From an optimization exercise on the open Yosys and OpenROAD flow, aimed at small area; shortcuts taken in it are not production practice.
The RTL was checked by simulation tests, not by an equivalence proof against the original design.
Power and IR drop assume default switching activity.

==> flow/design.v <==
`timescale 1ns / 1ps
module Metastable_Remover(
    input signal_in,
    output signal_out,
    input clk
    );
    parameter BARLEN=4;  
    reg [BARLEN-1:0] barieer; 
    always @(posedge clk) begin
        barieer<={signal_in,barieer[BARLEN-1:1]};
    end
    assign signal_out=barieer[0];
endmodule
`timescale 1ns / 1ps
module Bounce_Remover(
    si,
    so,
    clk,
    rst
    );
    input  wire si;
    output reg so;
    input  wire clk;
    input  wire rst;
    parameter WAITBW=4;  
    reg si0;
    always @(posedge clk) si0<=rst ? 1'b0 : si;
    wire si_rise, si_fall;
    assign si_rise = (~si0)&si;
    assign si_fall  = si0&(~si);
    reg [WAITBW-1:0] waitcount;
    wire [WAITBW-1:0] all0;
    assign all0=0;
    always @(posedge clk) 
    if (rst) begin
        so<=0;
        waitcount<=0;
    end else if (waitcount>0) begin
        waitcount<=waitcount-1;
    end else if (si_rise) begin
        so<=1;
        waitcount<=~all0;
    end else if (si_fall) begin
        so<=0;
        waitcount<=~all0;
    end 
endmodule
`timescale 1ns / 1ps
module mixer(
        input wire ref_pulse,
        input wire pdm_pulse,
        output wire mixer_out
    );
    assign mixer_out = ref_pulse ^ pdm_pulse;
endmodule
`timescale 1ns / 1ps
module counter_new(
        input pulse,
        input CLK,
        input wire rst,
        input wire rst_count,
        output wire[15:0] result
    );
    reg[4:0] clk_count;
    reg[15:0] pulseCount;
    reg[15:0] countResult;
    reg[1:0] pulseRead;
    reg[4:0] rst_num;
    parameter TIMING = 5'd10;
    always@(posedge CLK) begin
        clk_count <= clk_count + 1'b1;
        if (rst) begin
            clk_count <= 0;
            pulseCount <= 0;
            countResult <= 0;
            pulseRead <= 0;
            rst_num <= 0;
        end
        else if (clk_count == TIMING) begin
            pulseRead[1] <= pulseRead[0];
            pulseRead[0] <= pulse;
            if (pulseRead == 2'b1) begin
                countResult <= pulseCount;
                pulseCount <= 0;
                rst_num <= 0;
            end
            else begin
                pulseCount <= pulseCount + 1'b1;
            end
            clk_count <= 0;
        end
        else begin
            if (rst_count == 1) begin
                if (rst_num == 0) begin
                end
                rst_num <= rst_num + 1'b1;
            end
        end
    end
    assign result = countResult;
endmodule
`timescale 1ns / 1ps
module Period_Measurer
  (si,Diff_fre_h,Diff_fre_l,init,locked,clk,rst);
   parameter COUNTBW  = 20;
   parameter BASEBW   = 12;
   input  wire si;
   output reg [COUNTBW-1:0] Diff_fre_h;
   output reg [COUNTBW-1:0] Diff_fre_l;
   input  wire init;
   output reg locked;
   input  wire clk;
   input  wire rst;
   reg [COUNTBW-1:0]  count_h,count_l;
   reg si0;
   always @(posedge clk) si0<=rst ? 1'b0 : si;
   wire si_rise, si_fall;
   assign si_rise = (~si0)&si;
   assign si_fall  = si0&(~si);
   always @(posedge clk)
     if (rst) begin
	count_h<=0;
	count_l<=0;
     end else
     begin
	if (si==1) begin
	   count_h<=count_h+1;
	end else if (si_fall) begin
	   period_h<=count_h;
	   count_h<=0;
	end
	if (si==0) begin
	   count_l<=count_l+1;
	end else if (si_rise) begin
	   period_l<=count_l;
	   count_l<=0;
	end
     end
   reg [BASEBW+COUNTBW-1:0]  base_h,base_l;
   reg [BASEBW-1:0] 	     basecount;  
	reg [COUNTBW-1:0] freq_count_stage1_h;
	reg [COUNTBW-1:0] freq_count_stage1_l;
	reg [COUNTBW-1:0] target_freq_stage1_h;
	reg [COUNTBW-1:0] target_freq_stage1_l;
	reg [COUNTBW-1:0] target_count_stage2_h;
	reg [COUNTBW-1:0] target_count_stage2_l;
	reg [COUNTBW-1:0] period_base_h,period_base_l;
	reg [COUNTBW-1:0] period_h,period_l;
   wire [BASEBW-1:0] 	     all0;
   assign all0=0;
   parameter DIFFFREQUENCY = 500;
   parameter STATE_BASE_INIT  = 0;
   parameter STATE_BASE_ACC   = 1;
   parameter STATE_BASE_AVG   = 2;
   parameter STATE_FREQ  = 3;
   parameter STATE_ADD_DIFF = 4;
   parameter STATE_COUNT = 5;
   parameter STATE_DONE = 6;
   reg [2:0] stt_base;
   reg count;
   always @(posedge clk)
     if (init | rst) begin
	count<=0;
	locked<=0;
	base_h<=0;
	base_l<=0;
	basecount<=~all0;
	stt_base<=STATE_BASE_INIT;
     end else begin
       case (stt_base)
	 STATE_BASE_INIT: begin  
	    if (si_rise)
	      stt_base<=STATE_BASE_ACC;
	 end
	 STATE_BASE_ACC: begin  
	    if (si_fall) begin
	       base_h<=base_h+count_h;
	    end
	    if (si_rise) begin
	       base_l<=base_l+count_l;
	       if (basecount>0) begin
		  basecount<=basecount-1;
	       end else begin
		  stt_base<=STATE_BASE_AVG;
	       end
	    end
	 end
	 STATE_BASE_AVG: begin  
	    period_base_h<=base_h[BASEBW+COUNTBW-1:BASEBW];
	    period_base_l<=base_l[BASEBW+COUNTBW-1:BASEBW];
	    stt_base<=STATE_FREQ;
	 end
	 STATE_FREQ: begin
		if (count == 0) begin
			freq_count_stage1_h <= 50000000 / period_base_h;
			freq_count_stage1_l <= 50000000 / period_base_l;
			count <= 1;
		end 
		else begin
			stt_base <= STATE_ADD_DIFF;
			count <= 0;
		end
	 end
	 STATE_ADD_DIFF: begin
		if (count == 0) begin
			target_freq_stage1_h <= freq_count_stage1_h + DIFFFREQUENCY*2;
			target_freq_stage1_l <= freq_count_stage1_l + DIFFFREQUENCY*2;
			count <= 1;
		end
		else begin
			stt_base <= STATE_COUNT;
			count <= 0;
		end
	 end
	 STATE_COUNT: begin
		if (count == 0) begin
			target_count_stage2_h <= 50000000 / target_freq_stage1_h;
			target_count_stage2_l <= 50000000 / target_freq_stage1_l;
			count <= 1;
		end
		else begin
			stt_base <= STATE_DONE;
			count <= 0;
		end
	 end
	 STATE_DONE: begin
		Diff_fre_h <= target_count_stage2_h;
		Diff_fre_l <= target_count_stage2_l;
		locked <= 1;
	 end
       endcase
    end
endmodule
`timescale 1ns / 1ps
module output_pulse(Diff_fre_h,Diff_fre_l,so,CLK,rst,locked);
    parameter COUNTBW = 20;
    input wire [COUNTBW-1:0] Diff_fre_h;
    input wire [COUNTBW-1:0] Diff_fre_l;
    input wire CLK;
    input wire rst;
    input wire locked;
    output wire so;
    reg so_reg;
    reg [1:0] sig_stt;
    reg [COUNTBW-1:0] counter;
    parameter HIGH_SIGNAL = 1;
    parameter LOW_SIGNAL = 2;
    parameter START = 3;
    always @(posedge CLK) begin
        if (locked & ~rst) begin
            if (sig_stt == 0) begin
                sig_stt <= START;
            end
            case (sig_stt)
            HIGH_SIGNAL: begin
                counter <= counter + 1;
                so_reg <= 1;
                if (counter == Diff_fre_h-1) begin
                    sig_stt <= LOW_SIGNAL;
                    counter <= 0;
                end
            end
            LOW_SIGNAL: begin
                counter <= counter +1;
                so_reg <= 0;
                if(counter==Diff_fre_l-1)begin
                    sig_stt <= HIGH_SIGNAL;
                    counter <= 0;
                end
            end
            START: begin
                sig_stt <= HIGH_SIGNAL;
            end
            endcase
        end
        else begin
            counter <= 0;
            sig_stt <= 0;
            so_reg <= 0;
        end
    end
    assign so = so_reg;
endmodule
`timescale 1ns / 1ps
module dfil_new(
    input wire indata,
    input CLK,
    input rst,
    output wire out
);
    reg [4999:0] filter;
    reg fil;
    reg [29:0] reg_sum;
    parameter STACK = 0;
    parameter WATING = 1;
    parameter GENERATE_PULSE = 2;
    parameter WATING_TIME = 16'd0;
    parameter WATING_SUM = 5'b11111;
    always@(posedge CLK)begin
        filter <= {filter[4998:0], indata & ~rst};
        if (rst) begin
            reg_sum <= 30'b0;
        end
        else if (filter[0] == 1 & filter[4999] == 0) begin
            reg_sum <= reg_sum + 1;    
        end
        else if (filter[0] == 0 & filter[4999] == 1) begin
            reg_sum <= reg_sum - 1;
        end
        else begin
            reg_sum <= reg_sum;
        end
    end
    always @(negedge CLK) begin
        if (rst) begin
            fil <= 1'b0;
        end
        else begin
        if(reg_sum > 30'd4500)begin
            fil <= 1'b1;
        end
        if(reg_sum < 30'd500)begin
            fil <= 1'b0;
        end
        end
    end
    assign out = fil;
endmodule
`timescale 1ns / 1ps
module UART(input[7:0] UARTDATA, input CLK, input rst, input START, output reg UARTTX);
    reg[7:0] uartTxBuff;
    reg[8:0] clkCount;
    reg[3:0] dataCount;
    reg sendStBit;
    parameter UARTTIMING = 9'd100;  
    always@(posedge CLK) begin
        if (rst) begin
            uartTxBuff <= 8'b0;
            clkCount <= 9'b0;
            dataCount <= 4'b0;
            sendStBit <= 0;
            UARTTX <= 1'b1;
        end
        else if (sendStBit) begin
            if (clkCount != UARTTIMING) begin
                clkCount <= clkCount + 9'b1;
            end
            else begin
                clkCount <= 9'b0;  
                dataCount <= dataCount + 4'b1;  
                UARTTX <= uartTxBuff[0];  
                uartTxBuff[7:0] <= {1'b1, uartTxBuff[7:1]};  
                if (dataCount == 4'b1001) begin
                    sendStBit <= 0;
                    clkCount <= 9'b0;
                    dataCount <= 4'b0;
                end
            end
        end
        else if (START) begin
            sendStBit <= 1;
            uartTxBuff[7:0] <= UARTDATA[7:0];
            UARTTX <= 0;
        end
    end
endmodule
`timescale 1ns / 1ps
module top(
        input CLK,
        input rst,
        input c1,
        input c2,
        input c3,
        input init,
        output Bounce_Remover_outc1,
        output Bounce_Remover_outc2,
        output Bounce_Remover_outc3,
        output mixer_out1,
        output mixer_out2,
        output mixer_out3,
        output so1,
        output so2,
        output so3,
        output dfil_new_out1,
        output dfil_new_out2,
        output dfil_new_out3,
        output UARTTX
    );
    wire binarization_out1;
    wire binarization_out2;
    wire binarization_out3;
    wire Metastable_Remover_outc1;
    wire Metastable_Remover_outc2;
    wire Metastable_Remover_outc3;
    wire Metastable_Remover_outrefc1;
    wire Metastable_Remover_outrefc2;
    wire Metastable_Remover_outrefc3;
    wire Bounce_Remover_outrefc1;
    wire Bounce_Remover_outrefc2;
    wire Bounce_Remover_outrefc3;
    wire[15:0] result1;
    wire[15:0] result2;
    wire[15:0] result3;
    wire rst_count1;
    wire rst_count2;
    wire rst_count3;
    wire division_CLK1;
    wire division_CLK2;
    wire division_CLK3;
    reg[7:0] UARTDATA;
    reg[16:0] sendtiming;
    reg[16:0] addtiming;
    reg[15:0] SENDDATA;
    reg[15:0] sensordata1;
    reg[15:0] sensordata2;
    reg[15:0] sensordata3;
    reg START;
    reg[1:0] shift;
    reg rst_countResult1;
    reg rst_countResult2;
    reg rst_countResult3;
    wire locked1;
    wire locked2;
    wire locked3;
    wire [19:0] Diff_fre_h1;
    wire [19:0] Diff_fre_l1;
    wire [19:0] Diff_fre_h2;
    wire [19:0] Diff_fre_l2;
    wire [19:0] Diff_fre_h3;
    wire [19:0] Diff_fre_l3;
    parameter PULSETIMING1 = 13'd1500;
    parameter PULSETIMING2 = 13'd2000;
    UART UART(
        .UARTDATA(UARTDATA),
        .CLK(CLK),
        .rst(rst),
        .START(START),
        .UARTTX(UARTTX)
    );
    Metastable_Remover Metastable_Remover_Sensor1(
        .signal_in(c1),
        .signal_out(Metastable_Remover_outc1),
        .clk(CLK)
    );
    Bounce_Remover Bounce_Remover_Sensor1(
        .si(Metastable_Remover_outc1),
        .so(Bounce_Remover_outc1),
        .clk(CLK),
        .rst(rst)
    );
    mixer mixer1(
        .ref_pulse(so1),
        .pdm_pulse(Bounce_Remover_outc1),
        .mixer_out(mixer_out1)
    );
    counter_new counter_new1(
        .pulse(dfil_new_out1),
        .CLK(CLK),
        .rst(rst),
        .rst_count(rst_count1),
        .result(result1)
    );
    Period_Measurer Period_Measurer1(
       .si(Bounce_Remover_outc1),
       .Diff_fre_h(Diff_fre_h1),
       .Diff_fre_l(Diff_fre_l1),
       .init(init),
       .locked(locked1),
       .clk(CLK),
       .rst(rst)
    );
    output_pulse output_pulse1(
        .Diff_fre_h(Diff_fre_h1),
        .Diff_fre_l(Diff_fre_l1),
        .so(so1),
        .CLK(CLK),
        .rst(rst),
        .locked(locked1)
    );
    dfil_new dfil_new1(
        .indata(mixer_out1),
        .CLK(CLK),
        .rst(rst),
        .out(dfil_new_out1)
    );
    Metastable_Remover Metastable_Remover_Sensor2(
        .signal_in(c2),
        .signal_out(Metastable_Remover_outc2),
        .clk(CLK)
    );
    Bounce_Remover Bounce_Remover_Sensor2(
        .si(Metastable_Remover_outc2),
        .so(Bounce_Remover_outc2),
        .clk(CLK),
        .rst(rst)
    );
    mixer mixer2(
        .ref_pulse(so2),
        .pdm_pulse(Bounce_Remover_outc2),
        .mixer_out(mixer_out2)
    );
    counter_new counter_new2(
        .pulse(dfil_new_out2),
        .CLK(CLK),
        .rst(rst),
        .rst_count(rst_count2),
        .result(result2)
    );
    Period_Measurer Period_Measurer2(
       .si(Bounce_Remover_outc2),
       .Diff_fre_h(Diff_fre_h2),
       .Diff_fre_l(Diff_fre_l2),
       .init(init),
       .locked(locked2),
       .clk(CLK),
       .rst(rst)
    );
    output_pulse output_pulse2(
        .Diff_fre_h(Diff_fre_h2),
        .Diff_fre_l(Diff_fre_l2),
        .so(so2),
        .CLK(CLK),
        .rst(rst),
        .locked(locked2)
    );
    dfil_new dfil_new2(
        .indata(mixer_out2),
        .CLK(CLK),
        .rst(rst),
        .out(dfil_new_out2)
    );
    Metastable_Remover Metastable_Remover_Sensor3(
        .signal_in(c3),
        .signal_out(Metastable_Remover_outc3),
        .clk(CLK)
    );
    Bounce_Remover Bounce_Remover_Sensor3(
        .si(Metastable_Remover_outc3),
        .so(Bounce_Remover_outc3),
        .clk(CLK),
        .rst(rst)
    );
    mixer mixer3(
        .ref_pulse(so3),
        .pdm_pulse(Bounce_Remover_outc3),
        .mixer_out(mixer_out3)
    );
    counter_new counter_new3(
        .pulse(dfil_new_out3),
        .CLK(CLK),
        .rst(rst),
        .rst_count(rst_count3),
        .result(result3)
    );
    Period_Measurer Period_Measurer3(
       .si(Bounce_Remover_outc3),
       .Diff_fre_h(Diff_fre_h3),
       .Diff_fre_l(Diff_fre_l3),
       .init(init),
       .locked(locked3),
       .clk(CLK),
       .rst(rst)
    );
    output_pulse output_pulse3(
        .Diff_fre_h(Diff_fre_h3),
        .Diff_fre_l(Diff_fre_l3),
        .so(so3),
        .CLK(CLK),
        .rst(rst),
        .locked(locked3)
    );
    dfil_new dfil_new3(
        .indata(mixer_out3),
        .CLK(CLK),
        .rst(rst),
        .out(dfil_new_out3)
    );
    always@(posedge CLK) begin
        if (rst) begin
            UARTDATA <= 0;
            sendtiming <= 0;
            addtiming <= 0;
            SENDDATA <= 0;
            sensordata1 <= 0;
            sensordata2 <= 0;
            sensordata3 <= 0;
            START <= 0;
            shift <= 0;
            rst_countResult1 <= 0;
            rst_countResult2 <= 0;
            rst_countResult3 <= 0;
        end
        else begin
        if (addtiming == 17'd49999) begin
            sensordata1 <= result1;
            sensordata2 <= result2;
            sensordata3 <= result3;
            rst_countResult1 <= 1;
            rst_countResult2 <= 1;
            rst_countResult3 <= 1;
        end
        else if (addtiming == 17'd50000)begin
            addtiming <= 0;
            rst_countResult1 <= 0;
            rst_countResult2 <= 0;
            rst_countResult3 <= 0;
        end
        if (sendtiming == 17'd12500) begin
            if (shift == 0) begin
                SENDDATA <= 16'hffff;
                shift <= 2'b01;
            end
            else if (shift == 2'b01) begin
                SENDDATA <= sensordata1;
                shift <= 2'b10;
            end
            else if (shift == 2'b10) begin
                SENDDATA <= sensordata2;
                shift <= 2'b11;
            end
            else if (shift == 2'b11) begin
                SENDDATA <= sensordata3;
                shift <= 0;
            end
            sendtiming <= 0;
            START <= 0;
        end
        else if (sendtiming == 17'd1) begin
            UARTDATA <= SENDDATA[7:0];
            sendtiming <= sendtiming + 1'b1;
            addtiming <= addtiming + 1'b1;
            START <= 1'b1;
        end
        else if (sendtiming == 17'd6251) begin
            UARTDATA <= SENDDATA[15:8];
            sendtiming <= sendtiming + 1'b1;
            addtiming <= addtiming + 1'b1;
            START <= 1'b1;
        end
        else begin
            sendtiming <= sendtiming + 1'b1;
            addtiming <= addtiming + 1'b1;
            START <= 0;
        end
        if (addtiming == 17'd50000) begin
            addtiming <= 0;
        end
        end
    end
    assign rst_count1 = rst_countResult1;
    assign rst_count2 = rst_countResult2;
    assign rst_count3 = rst_countResult3;
endmodule
==> flow/run.sh <==
#!/bin/bash
# synth_recipe.tcl (not shown) runs the flow's synth.tcl, then flattens the netlist and writes it again
# the make line also repeats each setting of config.mk as NAME=value (left out here)
make -C /OpenROAD-flow-scripts/flow DESIGN_CONFIG=/design/flow/config.mk WORK_HOME=/design/flow/orfs CLKGATE_MAP_FILE= SYNTH_SCRIPT=/design/flow/synth_recipe.tcl finish
==> flow/config.mk <==
export PLATFORM = sky130hd
export DESIGN_NAME = top
export DESIGN_NICKNAME = top
export VERILOG_FILES = /design/flow/design.v
export SDC_FILE = /design/flow/constraint.sdc
export NUM_CORES = 8
export LEC_CHECK = 0
export CAP_MARGIN = 20
export CORE_MARGIN = 2
export CORE_UTILIZATION = 50
export PLACE_DENSITY = 0.6
export SLEW_MARGIN = 20
==> flow/constraint.sdc <==
create_clock -name core_clock -period 110.0 [get_ports {CLK}]
set_input_delay 22.0000 -clock core_clock [delete_from_list [all_inputs] [get_ports {CLK}]]
set_output_delay 22.0000 -clock core_clock [all_outputs]
set_load 0.01 [all_outputs]
==> summary.txt <==
report_power, final:
group	switching (mW)	leakage (nW)	internal (mW)
Clock	2.19	25.7	3.15
Sequential	0.0173	133	5.99
Combinational	0.127	151	0.106
worst paths after layout:
path,start,to,slack [ns],cells after the start
hold / removal,dfil_new3.filter[3897],dfil_new3.filter[3898],0.20,0
setup / recovery,Period_Measurer1.target_freq_stage1_l[13],Period_Measurer1.target_count_stage2_l[0],13.84,389
hold reg to reg,dfil_new3.filter[3897],dfil_new3.filter[3898],0.20,0
setup reg to reg,Period_Measurer1.target_freq_stage1_l[13],Period_Measurer1.target_count_stage2_l[0],13.84,389
cell type report:
class | instances | area (um2)
antenna | 24 | 60.1
timing repair buffer | 587 | 4500
multi-input combinational | 46300 | 321000
clock inverter | 543 | 6470
sequential | 16400 | 334000
inverter | 2186 | 8210
fill | 117000 | 594000
clock buffer | 2234 | 45700
tap | 17700 | 22200
kinds of logic after synthesis:
logic type	after synthesis
AOI/OAI and AO/OA	17500
xor gates and xnor gates	3873
adders and majority gates	5293
buffers and inverters	3556
DFF	16400
muxes	1747
other	1
and+or+nand+nor	17900
per-stage QoR:
step / power [mW] / cell area, um2 / hold slack (ns) / utilization (%)
2_1_floorplan: 6.33 / 669000 / 0.310 / -
3_3_place_gp: 6.37 / 690000 / 0.309 / 51.6
3_5_place_dp: 6.37 / 691000 / 0.312 / 51.7
4_1_cts: 11.8 / 743000 / 0.175 / 55.6
5_1_grt: 12.0 / 743000 / 0.181 / 55.6
6_report: 11.6 / 743000 / 0.203 / 55.6
cell usage in the layout, fill, tap and decap left out, types with 384 or more instances in the layout:
cell and n:
xnor2_1 2606, and3_1 454, o21bai_1 540, nor2b_1 600, nand3_1 1144, a21o_1 1835
clkbuf_16 1610, o211ai_1 396, a211oi_1 444, nand2b_1 979, mux2_2 1289, xor2_1 1261
dfxtp_1 15800, o21ai_0 3161, buf_4 565, o21a_1 1887, nand2_1 4769, nor2_1 5173
a31oi_1 532, nor3_1 1527, mux2i_1 428, or3_1 486, nand4_1 532, edfxtp_1 600
ha_1 5281, or2_2 430, inv_1 1970, o31ai_1 894, a21boi_0 384, a21oi_1 4697
and2_1 453
critical path, delay by kind of cell, from the launching register on:
kind,cells,cell delay [ns]
compound gates,225,51.20
simple gates,91,20.75
buf+inv,34,10.48
fa+ha+maj,30,9.30
mux,9,3.39
flops,1,0.48
layer usage:
layer  GRT usage, %  vias up  share of wire (%)
li1               -   239000                  -
met3           2.58     2404                4.8
met5              0        -             0.0055
met2           33.7     9625                 42
met1           31.8   219000                 50
met4           5.92       12                2.7
==> summary.txt <==
Worst slew margin 20.5%; crit-path most repeated cell o21a_1; Mapped Cells 66300; Routed Antenna Nets 0; clk_skew 0.142 ns; Pleak 310 nW; synthesized area per cell 10.1 um2; area of the core 1340000 um2; PostCTS Resize Cnt 0; total grt overflow 0; top-count cell post-synth dfxtp_1; vias in the first global route 445000; drt total wl 1520 mm; Skew-Pair Late Insertion Delay 1.34 ns; crit path max fanout 39; post-route setup slack 13.84 ns; EDFF count, synth 600; fin cells 86000; Critical Path Max Stage Delay 0.85 ns; htree depth 7; starting density of the core 50.0%; die area 1350000 um2; crit start category flop; Yosys top cell area share 47.3%; Rows 425; outcome finished clean; fin. max-slew vios 0; compound-cell area share of the yosys netlist 17.2%; Top Registers dfil_new1.filter: 5000 flops, dfil_new2.filter: 5000 flops, dfil_new3.filter: 5000 flops; Total GRT Usage 21.7%; Crit path required time 110.99 ns; GPL Wtd Cong 0.901; drt pass-1 iters 9; Post-CTS Hold Buffers 0; Post-route DRC 0; Fin. Hold Viols 0; mux contribution to synthesized area 2.87%; Clock Path Buffers 6; Max Cap Viol 0; nets@finish 72400; VDD IR-drop max 16.3 uV; simple-gate share of the synthesized area 12.9%; final worst-path cycle share 87.4%; critical path's slowest cell a2111oi_1; Yosys cell types 171; DP Worst Slack 15.07 ns; crit path kind flop to flop; top cells by count, synth dfxtp_1 (15800), ha_1 (5282), nor2_1 (5185); Adder-Cell Fraction of Synth Area 9.91%; Ys Warns 8; WL per Instance 17.6 um; final setup fails 0; CTS clk-pin slew, worst paths 0.06 ns; pwr/cell area 15.6 nW/um2; sequential share of the synthesized area 50.0%; dpl cells 83200; # IOs 19; synthesized-area fraction occupied by xor and xnor cells 5.08%; Fmax 0.0104 GHz; Crit path arrival time 97.15 ns; area of the mapped netlist 669000 um2; clock root buffer clkbuf_16; Crit. End Element flop; dominant synthesized flop cell dfxtp_1; initial antenna violation count 40; largest net degree at the start of global routing 71; Die Wd 1.16 mm; drt via density 5.47; die span in y 1.16 mm; hpwl dp 1070 mm; Area Growth Syn to Fin 11.0%; RSZ-0062 raised after global routing false; Synth area leader dfxtp_1; global-route wire length before repair 2420 mm; Vias 471000; Sink Count 16400; ys async rst share 0%; post-layout min period 96.16 ns; largest family of logic cells by synthesized area compound AO/OA/AOI/OAI gates; detailed router's first-iteration violation count 30200; layout cells sized above 1 8.24%; CTS buffer count 1575; Worst-Margin Slew 1.18 ns; synthesized flop and latch total 16400; number of port buffers 18; CTS tree yes; Synth area leaders dfxtp_1 (47%), ha_1 (9.9%), a21oi_1 (3.5%); Hold WC Path Type flop to flop; Setup Buffers After CTS 0; Setup TNS Final 0 ns
